Source: an optimization exercise on an open RTL-to-GDS flow (aim: small area and a short achievable clock period). Production flows keep margins and buffers that such runs may drop. RTL that was checked went through simulation tests only; none was proved equivalent to the original. Power is estimated from default activity; no workload was simulated.

Design gca_dlnv, start of the top module:
module gca_dlnv(
    input [31:0]    coord0,
    input [31:0]    coord1,
    input           ld,
    input           step,
    input           CLK,
    output          FC,
    output [20:0]   ADDR
);
Size in the first run: ~59 flip-flops, about 6100 um^2 of cells after synthesis.
==> module gca_dlnv, before the edit <==
module gca_dlnv(
    input [31:0]    coord0,
    input [31:0]    coord1,
    input           ld,
    input           step,
    input           CLK,
    output          FC,
    output [20:0]   ADDR
);
    wire [10:0] xs = coord0[10:0];
    wire [9:0]  ys = coord0[20:11];
    wire [10:0] x1 = coord1[10:0];
    wire [9:0]  y1 = coord1[20:11];
    reg  [10:0] x;
    reg  [9:0]  y;
    reg         sx, sy;      
    reg  [10:0] dx;          
    reg  [9:0]  dy;          
    reg         xmaj;        
    reg  [11:0] h;           
    reg         eqx, eqy;    
    wire c = ~h[11];
    wire [10:0] msx = {11{sx}};
    wire [9:0]  msy = {10{sy}};
    wire [10:0] adx = (x1 ^ msx) + ~(x ^ msx) + 11'd1;
    wire [9:0]  ady = (y1 ^ msy) + ~(y ^ msy) + 10'd1;
    wire        cmp = dx >= {1'b0, dy};
    wire        sel = ld ? cmp : xmaj;
    wire [11:0] mn  = sel ? {2'b0, dy} : {1'b0, dx};    
    wire [11:0] mj  = sel ? {1'b0, dx} : {2'b0, dy};    
    wire [11:0] op1 = ld ? 12'd0 : h;
    wire [11:0] op3 = ld ? {1'b0, mj[11:1]} : (c ? mj : 12'd0);
    wire        cin = ld ? ~mj[0] : 1'b1;
    wire [11:0] hn  = op1 + mn + ~op3 + {11'd0, cin};
    wire mx = step & (xmaj | c);
    wire my = step & (~xmaj | c);
    wire [10:0] xn = ld ? xs : mx ? x + (sx ? 11'h7ff : 11'h001) : x;
    wire [9:0]  yn = ld ? ys : my ? y + (sy ? 10'h3ff : 10'h001) : y;
    assign ADDR = {y, x};
    assign FC = ~ld & (xmaj ? (eqx | (eqy & c)) : (eqy | (eqx & c)));
    always @(posedge CLK) begin
        x <= xn;
        y <= yn;
        eqx <= xn == x1;
        eqy <= yn == y1;
        if (ld) begin
            sx <= xs > x1;
            sy <= ys > y1;
            dx <= adx;
            dy <= ady;
            xmaj <= cmp;
        end
        if (ld | step)
            h <= hn;
    end
endmodule
clock: 5.0 ns
lec_check: 0
cap_margin: 20
core_margin: 2
core_utilization: 40
slew_margin: 20
run.sh (not shown) runs the stock make flow with config.mk's settings and CLKGATE_MAP_FILE= SYNTH_SCRIPT=/design/flow/synth_recipe.tcl, a recipe that flattens the netlist after the stock synthesis.
Edit:
==> flow/design.v (replaced) <==
module gca_dlnv(
    input [31:0]    coord0,
    input [31:0]    coord1,
    input           ld,
    input           step,
    input           CLK,
    output          FC,
    output [20:0]   ADDR
);
    wire [10:0] xs = coord0[10:0];
    wire [9:0]  ys = coord0[20:11];
    wire [10:0] x1 = coord1[10:0];
    wire [9:0]  y1 = coord1[20:11];
    reg  [10:0] x;
    reg  [9:0]  y;
    reg         sx, sy;      
    reg  [10:0] dx;          
    reg  [9:0]  dy;          
    reg         xmaj;        
    reg  [11:0] h;           
    reg         eqx, eqy;    
    wire c = ~h[11];
    wire [11:0] px = {1'b0, x1} - {1'b0, xs};
    wire [11:0] nx = {1'b0, xs} - {1'b0, x1};
    wire [10:0] py = {1'b0, y1} - {1'b0, ys};
    wire [10:0] ny = {1'b0, ys} - {1'b0, y1};
    wire [11:0] mn = xmaj ? {2'b0, dy} : {1'b0, dx};
    wire [11:0] mj = xmaj ? {1'b0, dx} : {2'b0, dy};
    wire [11:0] h0 = mn + ~{1'b0, mj[11:1]} + {11'd0, ~mj[0]};
    wire [11:0] hs = h + mn - (c ? mj : 12'd0);
    wire mx = step & (xmaj | c);
    wire my = step & (~xmaj | c);
    wire [10:0] xn = ld ? xs : mx ? x + (sx ? 11'h7ff : 11'h001) : x;
    wire [9:0]  yn = ld ? ys : my ? y + (sy ? 10'h3ff : 10'h001) : y;
    assign ADDR = {y, x};
    assign FC = ~ld & (xmaj ? eqx : eqy);
    always @(posedge CLK) begin
        x <= xn;
        y <= yn;
        eqx <= xn == x1;
        eqy <= yn == y1;
        if (ld) begin
            sx <= px[11];
            sy <= py[10];
            dx <= px[11] ? nx[10:0] : px[10:0];
            dy <= py[10] ? ny[9:0] : py[9:0];
            xmaj <= dx >= {1'b0, dy};
            h <= h0;
        end else if (step) begin
            h <= hs;
        end
    end
endmodule
Outcome: Combinational power falls by a quarter to a third; worst hold slack gets worse by 0.038 ns; synthesized area rises by roughly a tenth; utilization falls by 2.0 points; total power falls by a quarter to a third; die area rises by roughly a tenth; clock power falls by a few percent; sequential cell count is unchanged.
Only the layout flow was run in the first run of this note; the RTL was not checked for function there.

---

Setup of the baseline:
Another version of the RTL of gca_dlnv (not shown whole).
Size in the first run: roughly 740 cells after synthesis, about 60 flip-flops, roughly 89 I/O pins.
==> module gca_dlnv, before the edit <==
module gca_dlnv(
    input [31:0]    coord0,
    input [31:0]    coord1,
    input           ld,
    input           step,
    input           CLK,
    output          FC,
    output [20:0]   ADDR
);
    wire [10:0] xs = coord0[10:0];
    wire [9:0]  ys = coord0[20:11];
    wire [10:0] x1 = coord1[10:0];
    wire [9:0]  y1 = coord1[20:11];
    reg  [10:0] x;
    reg  [9:0]  y;
    reg         sx, sy;      
    reg  [10:0] dx;          
    reg  [9:0]  dy;          
    reg         xmaj;        
    reg         xmaj_n;      
    reg         xmaj_m;      
    reg  [11:0] h;           
    reg         eqx, eqy;    
    wire [11:0] tx  = {1'b0, x1} + {1'b0, ~xs};
    wire [10:0] ty  = {1'b0, y1} + {1'b0, ~ys};
    wire [10:0] tx1 = x1 + ~xs + 11'd1;
    wire [9:0]  ty1 = y1 + ~ys + 10'd1;
    wire [10:0] adx = tx[11] ? tx1 : ~tx[10:0];
    wire [9:0]  ady = ty[10] ? ty1 : ~ty[9:0];
    wire        cmp = dx >= {1'b0, dy};
    wire gox = xmaj | h[11];         
    wire goy = xmaj_n | ~h[11];      
    wire [11:0] sa  = xmaj_m ? {2'b0, dy} : {3'b0, dy[9:1]};
    wire [11:0] sb  = xmaj_m ? ~{2'b0, dx[10:1]} : ~{1'b0, dx};
    wire        sci = xmaj_m ? ~dx[0] : dy[0];
    wire [11:0] h0  = sa + sb + {11'd0, sci};
    wire [11:0] pa = {2'b0, dy & {10{gox}}};
    wire [11:0] pb = ~{1'b0, dx & {11{goy}}};
    wire [11:0] cs = h ^ pa ^ pb;
    wire [11:0] cc = (h & pa) | (h & pb) | (pa & pb);
    wire [11:0] hs = cs + {cc[10:0], 1'b1};
    wire mx = step & ~ld & gox;
    wire my = step & ~ld & goy;
    wire [10:0] wx = x ^ {11{sx}};
    wire [9:0]  wy = y ^ {10{sy}};
    wire [10:0] fx;
    wire [9:0]  fy;
    assign fx[0] = 1'b1;
    assign fy[0] = 1'b1;
    genvar i;
    generate
        for (i = 1; i < 11; i = i + 1) begin : gfx
            assign fx[i] = &wx[i-1:0];
        end
        for (i = 1; i < 10; i = i + 1) begin : gfy
            assign fy[i] = &wy[i-1:0];
        end
    endgenerate
    wire [10:0] ex = x ^ x1;
    wire [9:0]  ey = y ^ y1;
    wire eqx_hold = ~|ex;
    wire eqy_hold = ~|ey;
    wire eqx_step = ex == fx;
    wire eqy_step = ey == fy;
    assign ADDR = {y, x};
    assign FC = ~ld & (xmaj ? eqx : eqy);
    always @(posedge CLK) begin
        x <= ld ? xs : x ^ ({11{mx}} & fx);
        y <= ld ? ys : y ^ ({10{my}} & fy);
        eqx <= mx ? eqx_step : eqx_hold;
        eqy <= my ? eqy_step : eqy_hold;
        sx <= ~tx[11];
        sy <= ~ty[10];
        dx <= adx;
        dy <= ady;
        xmaj <= cmp;
        xmaj_n <= ~cmp;
        xmaj_m <= cmp;
        if (ld) begin
            h <= h0;
        end else if (step) begin
            h <= hs;
        end
    end
endmodule
clock: 5.0 ns
lec_check: 0
cap_margin: 20
core_margin: 2
core_utilization: 40
cts_buf_list: sky130_fd_sc_hd__clkbuf_4 sky130_fd_sc_hd__clkbuf_8
setup_slack_margin: 1.8
slew_margin: 20
standard.sh (not shown) runs the stock make flow with config.mk's settings and CLKGATE_MAP_FILE= SYNTH_SCRIPT=/design/flow/synth_recipe.tcl, a recipe that flattens the netlist after the stock synthesis.
==> flow/flow/run.sh <==
#!/bin/bash
# Own layout flow: the standard ORFS flow (standard.sh) with
#  - ORFS's full/half-adder extraction turned off, so ABC maps the adders
#  - a shorter ABC mapping script (structural choices, then delay mapping)
#  - plain buffers on the ports instead of the delay cells ORFS picks
set -euo pipefail
here=$(pwd)
rm -rf "$here/scripts_mod"
cp -r "$FLOW_HOME/scripts" "$here/scripts_mod"
cp "$here/flow/abc_speed.script" "$here/scripts_mod/abc_speed.script"
export SCRIPTS_DIR="$here/scripts_mod"
export ADDER_MAP_FILE=
export BUFFER_PORTS_ARGS="-buffer_cell sky130_fd_sc_hd__buf_2"
bash standard.sh > standard.log 2>&1
==> flow/flow/abc_speed.script <==
&get -n
&st
&dch
&nf
&put
#### Input delta (the candidate over the baseline)
--- a/flow/design.v
+++ b/flow/design.v
@@ -66,20 +66,20 @@
     assign FC = ~ld & (xmaj ? eqx : eqy);
     always @(posedge CLK) begin
         x <= ld ? xs : x ^ ({11{mx}} & fx);
         y <= ld ? ys : y ^ ({10{my}} & fy);
         eqx <= mx ? eqx_step : eqx_hold;
         eqy <= my ? eqy_step : eqy_hold;
-        sx <= ~tx[11];
-        sy <= ~ty[10];
-        dx <= adx;
-        dy <= ady;
-        xmaj <= cmp;
-        xmaj_n <= ~cmp;
-        xmaj_m <= cmp;
         if (ld) begin
+            sx <= ~tx[11];
+            sy <= ~ty[10];
+            dx <= adx;
+            dy <= ady;
+            xmaj <= cmp;
+            xmaj_n <= ~cmp;
+            xmaj_m <= cmp;
             h <= h0;
         end else if (step) begin
             h <= hs;
         end
     end
 endmodule
## What came out
- Compared with the baseline, the candidate instantiates a larger number of cells.
- Between the baseline and the candidate, the difference in fraction of met3 tracks used by global routing is negligible.
- Slew at the pin closest to its max-slew limit, the baseline and the candidate: larger value in the candidate
- Sort the baseline and the candidate by area used by sequential logic in the layout desc -> top: the candidate
- Delta (the candidate minus the baseline): synthesis-to-finish area growth lower; count of instances resized after the clock tree is built shows an increase of 1.
- Higher combinational power share among the baseline and the candidate: the baseline
- The global routing usage on met2 reported for the candidate is smaller than that of the baseline by 0.99 points.
- Status: share of the clock period used by the worst path parity (the candidate, the baseline)
- The candidate vs the baseline: routed wire length up slightly
- Both conditions hold for the candidate: the flow ran to the end and the final layout passed the timing, design-rule and antenna checks.
Function was not checked in any run of this note: the RTL went through the layout flow alone.

---

gca_dlnv, a different RTL version from the one above (not shown whole).
Size in the first run: about 710 cells after synthesis, ~0.0057 sq mm of cells after synthesis.
==> module gca_dlnv, before the edit <==
module gca_dlnv(
    input [31:0]    coord0,
    input [31:0]    coord1,
    input           ld,
    input           step,
    input           CLK,
    output          FC,
    output [20:0]   ADDR
);
    wire [10:0] xs = coord0[10:0];
    wire [9:0]  ys = coord0[20:11];
    wire [10:0] x1 = coord1[10:0];
    wire [9:0]  y1 = coord1[20:11];
    reg  [10:0] x;
    reg  [9:0]  y;
    reg         sx, sy;      
    reg  [10:0] dx;          
    reg  [9:0]  dy;          
    reg  [11:0] q;           
    reg         xmaj_n;      
    reg  [11:0] h;           
    reg         eqx, eqy;    
    wire xmaj = q[11];
    wire [11:0] tx = {1'b0, xs} + {1'b0, ~x1} + {11'd0, sx};
    wire [10:0] ty = {1'b0, ys} + {1'b0, ~y1} + {10'd0, sy};
    wire [11:0] qn  = {2'b0, dy} - {1'b0, dx};
    wire [11:0] h0x = {2'b0, dy} + ~{2'b0, dx[10:1]} + {11'd0, ~dx[0]};
    wire [11:0] h0y = {3'b0, dy[9:1]} + ~{1'b0, dx} + {11'd0, dy[0]};
    wire [11:0] h0  = qn[11] ? h0x : h0y;
    wire gox = xmaj | h[11];         
    wire goy = xmaj_n | ~h[11];      
    wire both = gox & goy;
    wire [11:0] sa = xmaj ? {2'b0, dy} : ~{1'b0, dx};
    wire [11:0] hs = h + (both ? q : sa) + {11'd0, ~both & xmaj_n};
    wire mx = step & gox;
    wire my = step & goy;
    wire [10:0] wx = x ^ {11{sx}};
    wire [9:0]  wy = y ^ {10{sy}};
    wire [10:0] fx;
    wire [9:0]  fy;
    assign fx[0] = 1'b1;
    assign fy[0] = 1'b1;
    genvar i;
    generate
        for (i = 1; i < 11; i = i + 1) begin : gfx
            assign fx[i] = &wx[i-1:0];
        end
        for (i = 1; i < 10; i = i + 1) begin : gfy
            assign fy[i] = &wy[i-1:0];
        end
    endgenerate
    wire [10:0] ex = x ^ x1;
    wire [9:0]  ey = y ^ y1;
    wire eqx_hold = ~|ex;
    wire eqy_hold = ~|ey;
    wire eqx_step = ex == fx;
    wire eqy_step = ey == fy;
    assign ADDR = {y, x};
    assign FC = ~ld & (xmaj ? eqx : eqy);
    always @(posedge CLK) begin
        x <= ld ? xs : x ^ ({11{mx}} & fx);
        y <= ld ? ys : y ^ ({10{my}} & fy);
        eqx <= (mx & ~ld) ? eqx_step : eqx_hold;
        eqy <= (my & ~ld) ? eqy_step : eqy_hold;
        sx <= tx[11];
        sy <= ty[10];
        dx <= tx[10:0] ^ {11{~sx}};
        dy <= ty[9:0] ^ {10{~sy}};
        q <= qn;
        xmaj_n <= ~qn[11];
        if (ld) begin
            h <= h0;
        end else if (step) begin
            h <= hs;
        end
    end
endmodule
Settings: LEC_CHECK=0, CAP_MARGIN=20, CORE_MARGIN=2, CORE_UTILIZATION=40, SETUP_SLACK_MARGIN=2.4, SLEW_MARGIN=20; clock period 5.0 ns.
==> flow/flow/run.sh <==
#!/bin/bash
# Own layout flow: the standard ORFS flow (standard.sh) with
#  - ORFS's full/half-adder extraction turned off, so ABC maps the adders
#  - a shorter ABC mapping script (structural choices, then delay mapping)
#  - plain buffers on the ports instead of the delay cells ORFS picks
#  - a clock tree with larger sink clusters and no dummy loads
set -euo pipefail
here=$(pwd)
rm -rf "$here/scripts_mod"
cp -r "$FLOW_HOME/scripts" "$here/scripts_mod"
cp "$here/flow/abc_speed.script" "$here/scripts_mod/abc_speed.script"
export SCRIPTS_DIR="$here/scripts_mod"
export ADDER_MAP_FILE=
export BUFFER_PORTS_ARGS="-buffer_cell sky130_fd_sc_hd__buf_1"
export CTS_ARGS="-sink_clustering_enable -repair_clock_nets -dont_use_dummy_load -sink_clustering_size 16 -root_buf sky130_fd_sc_hd__clkbuf_8 -buf_list {sky130_fd_sc_hd__clkbuf_4}"
bash standard.sh > standard.log 2>&1
Scripts as last shown in full above: flow/flow/abc_speed.script
Then changed:
--- a/flow/design.v
+++ b/flow/design.v
@@ -32,5 +32,6 @@
     wire both = gox & goy;
     wire [11:0] sa = xmaj ? {2'b0, dy} : ~{1'b0, dx};
-    wire [11:0] hs = h + (both ? q : sa) + {11'd0, ~both & xmaj_n};
+    wire [11:0] hm = both ? q : sa;
+    wire [11:0] hs = h + (hm & {12{step}}) + {11'd0, step & ~both & xmaj_n};
     wire mx = step & gox;
     wire my = step & goy;
@@ -61,6 +62,6 @@
         x <= ld ? xs : x ^ ({11{mx}} & fx);
         y <= ld ? ys : y ^ ({10{my}} & fy);
-        eqx <= (mx & ~ld) ? eqx_step : eqx_hold;
-        eqy <= (my & ~ld) ? eqy_step : eqy_hold;
+        eqx <= (step & ~ld) ? eqx_step : eqx_hold;
+        eqy <= (step & ~ld) ? eqy_step : eqy_hold;
         sx <= tx[11];
         sy <= ty[10];
@@ -69,9 +70,5 @@
         q <= qn;
         xmaj_n <= ~qn[11];
-        if (ld) begin
-            h <= h0;
-        end else if (step) begin
-            h <= hs;
-        end
+        h <= ld ? h0 : hs;
     end
 endmodule
Result:
- The new run finished clean
- sequential power goes down by about 5%
- final area goes up by 4.2%
- synthesized area goes down by 2.3%
- core utilization goes up by 2.7 points
- setup slack gets better by 0.085 ns
- die area goes down by about 2.2%
- sequential share of layout area goes down by 2.1 points
- maximum frequency goes up by 3.3%
- cell count goes up by 1.4%
- synthesized cell count goes down by about 0.4%
- clock skew hardly moves
- total power goes down by 9.1%
- via count goes up by 5.5%
- routed wire length goes up by 6.2%
For the second run of this note, only the layout was checked, not whether the RTL still works.

[afterwards: timing with drivers on the ports]
No port has a modelled driver above. Below, the same layouts with a new extraction and two added sets of constraints.
Step 1 assumes that a clkbuf_16 drives the clock port and a buf_2 every other input.
Step 2 times the ports against the registers' clock, not the clock port: input delays grow and output delays shrink by t, the midpoint of the rising clock arrivals with the driver on.
a / b / c = ideal ports / drivers / drivers and shift; a / b = the first two.
run	t (ns)	slack for setup (ns)	hold WS [ns]	worst setup path after step 2	slew at the worst register clock pin (ns)
the first run of note 1	0.371	0.253 / 0.253 / 0.005	0.595 / 0.595 / 0.595	input to register	0.05 / 0.05
the second run of note 1	0.368	0.945 / 0.949 / 0.595	0.558 / 0.558 / 0.558	input to register	0.06 / 0.06
the baseline	0.379	1.893 / 1.893 / 1.775	0.599 / 0.599 / 0.599	input to register	0.07 / 0.07
the candidate	0.374	1.898 / 1.898 / 1.576	0.597 / 0.597 / 0.597	input to register	0.07 / 0.07
the first run of note 3	0.378	2.339 / 2.339 / 2.022	0.508 / 0.508 / 0.508	input to register	0.07 / 0.07
the second run of note 3	0.392	2.423 / 2.429 / 2.040	0.526 / 0.526 / 0.526	input to register	0.07 / 0.07
After both steps setup and hold are still met in every run listed. For the second run of note 3, which loses most, drivers alone change the setup slack by +0.006 ns; drivers and shift together by -0.383 ns.
